From an optimization exercise on the open Yosys and OpenROAD flow, aimed at small area, a short achievable clock period and few clock cycles per item; shortcuts taken in it are not production practice. Function was checked by simulation only, so behaviour that the tests miss may differ from the original. The flow treats the clock pin as an ideal source. Dropping or thinning the clock tree relies on that and would not hold on a real chip. Power figures rest on the tool's default switching activity, not on a simulated workload.

==> module reorder, before the edit <==
module reorder(
    input  wire clk,
    input  wire rst,
    output wire  [9:0] granule_ch0_read_addr,
    input  wire [17:0] granule_ch0_read_data,
    output wire        granule_ch0_write_enable,
    output wire  [9:0] granule_ch0_write_addr,
    output wire [17:0] granule_ch0_write_data,
    output wire  [9:0] granule_ch1_read_addr,
    input  wire [17:0] granule_ch1_read_data,
    output wire        granule_ch1_write_enable,
    output wire  [9:0] granule_ch1_write_addr,
    output wire [17:0] granule_ch1_write_data,
    input  wire  [1:0] header_sampling_frequency,
    input  wire  [1:0] sideinfo_ch0_block_type,
    input  wire        sideinfo_ch0_window_switching_flag,
    input  wire        sideinfo_ch0_mixed_block_flag,
    input  wire  [1:0] sideinfo_ch1_block_type,
    input  wire        sideinfo_ch1_window_switching_flag,
    input  wire        sideinfo_ch1_mixed_block_flag,
    input  wire        stage_ready,
    output wire        stage_done
    );
	reg [9:0] idx;       
	reg [9:0] src;       
	reg [1:0] win;       
	reg [3:0] band;      
	reg [5:0] hm1;       
	reg       go;        
	reg       act;       
	reg       busy;      
	reg       done;
	reg [9:0] waddr;     
	reg       perm0, perm1;    
	wire [6:0] wm1  = {hm1, 1'b1};
	wire       win2 = win[1];
	wire       band_end = win2 & (src[7:1] == idx[7:1]);
	wire [9:0] step = win2 ? {2'b11, ~wm1, 1'b1} : {3'd0, wm1};
	wire [9:0] idx_inc;
	wire [9:0] src_sum;
	prefix_add10 inc_i (.a(idx), .b(10'd0), .ci(1'b1), .s(idx_inc));
	prefix_add10 add_s (.a(src), .b(step), .ci(~win2), .s(src_sum));
	reg [5:0] next_hm1;
	always @(*) begin
		case ({header_sampling_frequency, band})
			{2'd0, 4'd0}, {2'd0, 4'd1}, {2'd0, 4'd2}: next_hm1 = 6'd1;
			{2'd0, 4'd3}: next_hm1 = 6'd2;
			{2'd0, 4'd4}: next_hm1 = 6'd3;
			{2'd0, 4'd5}: next_hm1 = 6'd4;
			{2'd0, 4'd6}: next_hm1 = 6'd5;
			{2'd0, 4'd7}: next_hm1 = 6'd6;
			{2'd0, 4'd8}: next_hm1 = 6'd8;
			{2'd0, 4'd9}: next_hm1 = 6'd10;
			{2'd0, 4'd10}: next_hm1 = 6'd14;
			{2'd0, 4'd11}: next_hm1 = 6'd27;
			{2'd1, 4'd0}, {2'd1, 4'd1}, {2'd1, 4'd2}: next_hm1 = 6'd1;
			{2'd1, 4'd3}: next_hm1 = 6'd2;
			{2'd1, 4'd4}: next_hm1 = 6'd2;
			{2'd1, 4'd5}: next_hm1 = 6'd4;
			{2'd1, 4'd6}: next_hm1 = 6'd5;
			{2'd1, 4'd7}: next_hm1 = 6'd6;
			{2'd1, 4'd8}: next_hm1 = 6'd7;
			{2'd1, 4'd9}: next_hm1 = 6'd9;
			{2'd1, 4'd10}: next_hm1 = 6'd12;
			{2'd1, 4'd11}: next_hm1 = 6'd32;
			{2'd2, 4'd0}, {2'd2, 4'd1}, {2'd2, 4'd2}: next_hm1 = 6'd1;
			{2'd2, 4'd3}: next_hm1 = 6'd2;
			{2'd2, 4'd4}: next_hm1 = 6'd3;
			{2'd2, 4'd5}: next_hm1 = 6'd5;
			{2'd2, 4'd6}: next_hm1 = 6'd7;
			{2'd2, 4'd7}: next_hm1 = 6'd9;
			{2'd2, 4'd8}: next_hm1 = 6'd12;
			{2'd2, 4'd9}: next_hm1 = 6'd16;
			{2'd2, 4'd10}: next_hm1 = 6'd20;
			{2'd2, 4'd11}: next_hm1 = 6'd5;
			default: next_hm1 = 6'd1;
		endcase
	end
	wire [9:0] src_next  = band_end ? idx_inc : src_sum;
	wire [3:0] band_next = band + {3'd0, band_end};
	wire short0 = sideinfo_ch0_window_switching_flag & (sideinfo_ch0_block_type == 2'd2);
	wire short1 = sideinfo_ch1_window_switching_flag & (sideinfo_ch1_block_type == 2'd2);
	wire ge3 = (band >= 4'd3);
	always @(posedge clk) begin
		waddr <= idx;
		go    <= ~rst & (stage_ready | (go & (idx != 10'd574)));
		act   <= ~rst & (stage_ready | go);
		busy  <= ~rst & (stage_ready | act);
		done  <= ~rst & act & ~go;
		perm0 <= short0 & (~sideinfo_ch0_mixed_block_flag | ge3);
		perm1 <= short1 & (~sideinfo_ch1_mixed_block_flag | ge3);
		if (go) begin
			idx   <= idx_inc;
			src   <= src_next;
			win   <= win2 ? 2'd0 : win + 2'd1;
			band  <= band_next;
			if (band_end)
				hm1 <= next_hm1;
		end else begin
			idx   <= {9'd0, stage_ready};
			src   <= {7'd0, stage_ready, 2'd0};
			win   <= {1'b0, stage_ready};
			band  <= 4'd0;
			hm1   <= 6'd1;
		end
	end
	assign granule_ch0_read_addr = perm0 ? src : idx;
	assign granule_ch1_read_addr = perm1 ? src : idx;
	assign granule_ch0_write_enable = busy;
	assign granule_ch1_write_enable = busy;
	assign granule_ch0_write_addr = waddr;
	assign granule_ch1_write_addr = waddr;
	assign granule_ch0_write_data = granule_ch0_read_data;
	assign granule_ch1_write_data = granule_ch1_read_data;
	assign stage_done = done;
endmodule
Settings: LEC_CHECK=0, ABC_AREA=1, CAP_MARGIN=20, CORE_MARGIN=2, CORE_UTILIZATION=40, PLACE_DENSITY=0.8, SETUP_SLACK_MARGIN=2.1, SLEW_MARGIN=20; clock period 4.0 ns.
standard.sh (not shown) runs the stock make flow with config.mk's settings and CLKGATE_MAP_FILE= SYNTH_SCRIPT=/design/flow/synth_recipe.tcl, a recipe that flattens the netlist after the stock synthesis.
==> flow/flow/run.sh <==
#!/bin/bash
# Standard layout, with three changes: the smallest buffer on the ports,
# adders left to ABC (no full/half-adder cells), and a clock tree of one
# level of clock buffers (flow/cts_one_buffer.tcl) in place of TritonCTS.
set -euo pipefail
rm -rf scripts
cp -r "$FLOW_HOME/scripts" scripts
python3 - <<'PY'
p = 'scripts/cts.tcl'
s = open(p).read()
old = 'log_cmd clock_tree_synthesis {*}$cts_args'
assert old in s
s = s.replace(old, 'source $::env(ONE_CTS_TCL)')
open(p, 'w').write(s)
PY
export SCRIPTS_DIR="$PWD/scripts"
export ONE_CTS_TCL="$PWD/flow/cts_one_buffer.tcl"
export ONE_CLKPORT=clk
export ONE_CLKBUF=sky130_fd_sc_hd__clkbuf_16
export ONE_CLKGROUPS=2
export BUFFER_PORTS_ARGS="-buffer_cell sky130_fd_sc_hd__buf_1"
export ADDER_MAP_FILE=
bash standard.sh > standard.log 2>&1
Other scripts of this flow, unchanged in this note and not shown: flow/flow/cts_one_buffer.tcl
Testbench counts at the start, summed over its fixed seeds: cycles 73,728, granules 128.
Then changed:
--- a/flow/design.v
+++ b/flow/design.v
@@ -45,6 +45,8 @@
 	reg [5:0] next_hm1;
 	always @(*) begin
-		case ({header_sampling_frequency, band})
-			{2'd0, 4'd0}, {2'd0, 4'd1}, {2'd0, 4'd2}: next_hm1 = 6'd1;
+		case ({header_sampling_frequency[1], header_sampling_frequency[1] ? 1'b0 : header_sampling_frequency[0], band})
+			{2'd0, 4'd0}: next_hm1 = 6'd1;
+			{2'd0, 4'd1}: next_hm1 = 6'd1;
+			{2'd0, 4'd2}: next_hm1 = 6'd1;
 			{2'd0, 4'd3}: next_hm1 = 6'd2;
 			{2'd0, 4'd4}: next_hm1 = 6'd3;
@@ -56,5 +58,7 @@
 			{2'd0, 4'd10}: next_hm1 = 6'd14;
 			{2'd0, 4'd11}: next_hm1 = 6'd27;
-			{2'd1, 4'd0}, {2'd1, 4'd1}, {2'd1, 4'd2}: next_hm1 = 6'd1;
+			{2'd1, 4'd0}: next_hm1 = 6'd1;
+			{2'd1, 4'd1}: next_hm1 = 6'd1;
+			{2'd1, 4'd2}: next_hm1 = 6'd1;
 			{2'd1, 4'd3}: next_hm1 = 6'd2;
 			{2'd1, 4'd4}: next_hm1 = 6'd2;
@@ -66,5 +70,7 @@
 			{2'd1, 4'd10}: next_hm1 = 6'd12;
 			{2'd1, 4'd11}: next_hm1 = 6'd32;
-			{2'd2, 4'd0}, {2'd2, 4'd1}, {2'd2, 4'd2}: next_hm1 = 6'd1;
+			{2'd2, 4'd0}: next_hm1 = 6'd1;
+			{2'd2, 4'd1}: next_hm1 = 6'd1;
+			{2'd2, 4'd2}: next_hm1 = 6'd1;
 			{2'd2, 4'd3}: next_hm1 = 6'd2;
 			{2'd2, 4'd4}: next_hm1 = 6'd3;
Result: The new run produced a clean layout. Area after synthesis shrinks slightly. Core utilization grows by 0.28 points. Worst hold slack got worse by 0.026 ns. Die area shrinks slightly. Cell count grows slightly. Setup slack got worse by 0.028 ns. Power shrinks by a few percent. Maximum frequency shrinks slightly. Register-to-register slack got worse by 0.06 ns. Final area hardly moves. Via count is unchanged.
Testbench counts after the change, summed over its fixed seeds: cycles 73,728, granules 128.
In every run of this note, the design's own scripts or RTL, not TritonCTS, make the clock network.

static timing again, ports no longer ideal:
The results above use ideal ports. As a check the final layouts listed here were re-extracted and re-timed, cells and wires unchanged. Step 1, drivers: a clkbuf_16 drives clk and a buf_2 each remaining input, both assumed. Step 2 adds t to the input delays and takes it off the output delays; t is the mean of the earliest and latest rising clock arrival at the registers after step 1. Input paths then give back, and output paths get back, about the clock's delay inside the block. a / b / c = ideal ports / drivers / drivers and shift; a / b = the first two.
| run | t, ns | setup slack, ns | worst setup path at the end |
|---|---|---|---|
| the first run | 0.205 | 2.186 / 2.135 / 2.075 | input to register |
| the second run | 0.203 | 2.158 / 2.110 / 2.167 | input to register |
After both steps setup and hold are still met in every run listed. The setup slack of the first run, which loses most, moves by -0.051 ns with the drivers and by -0.111 ns with both steps.
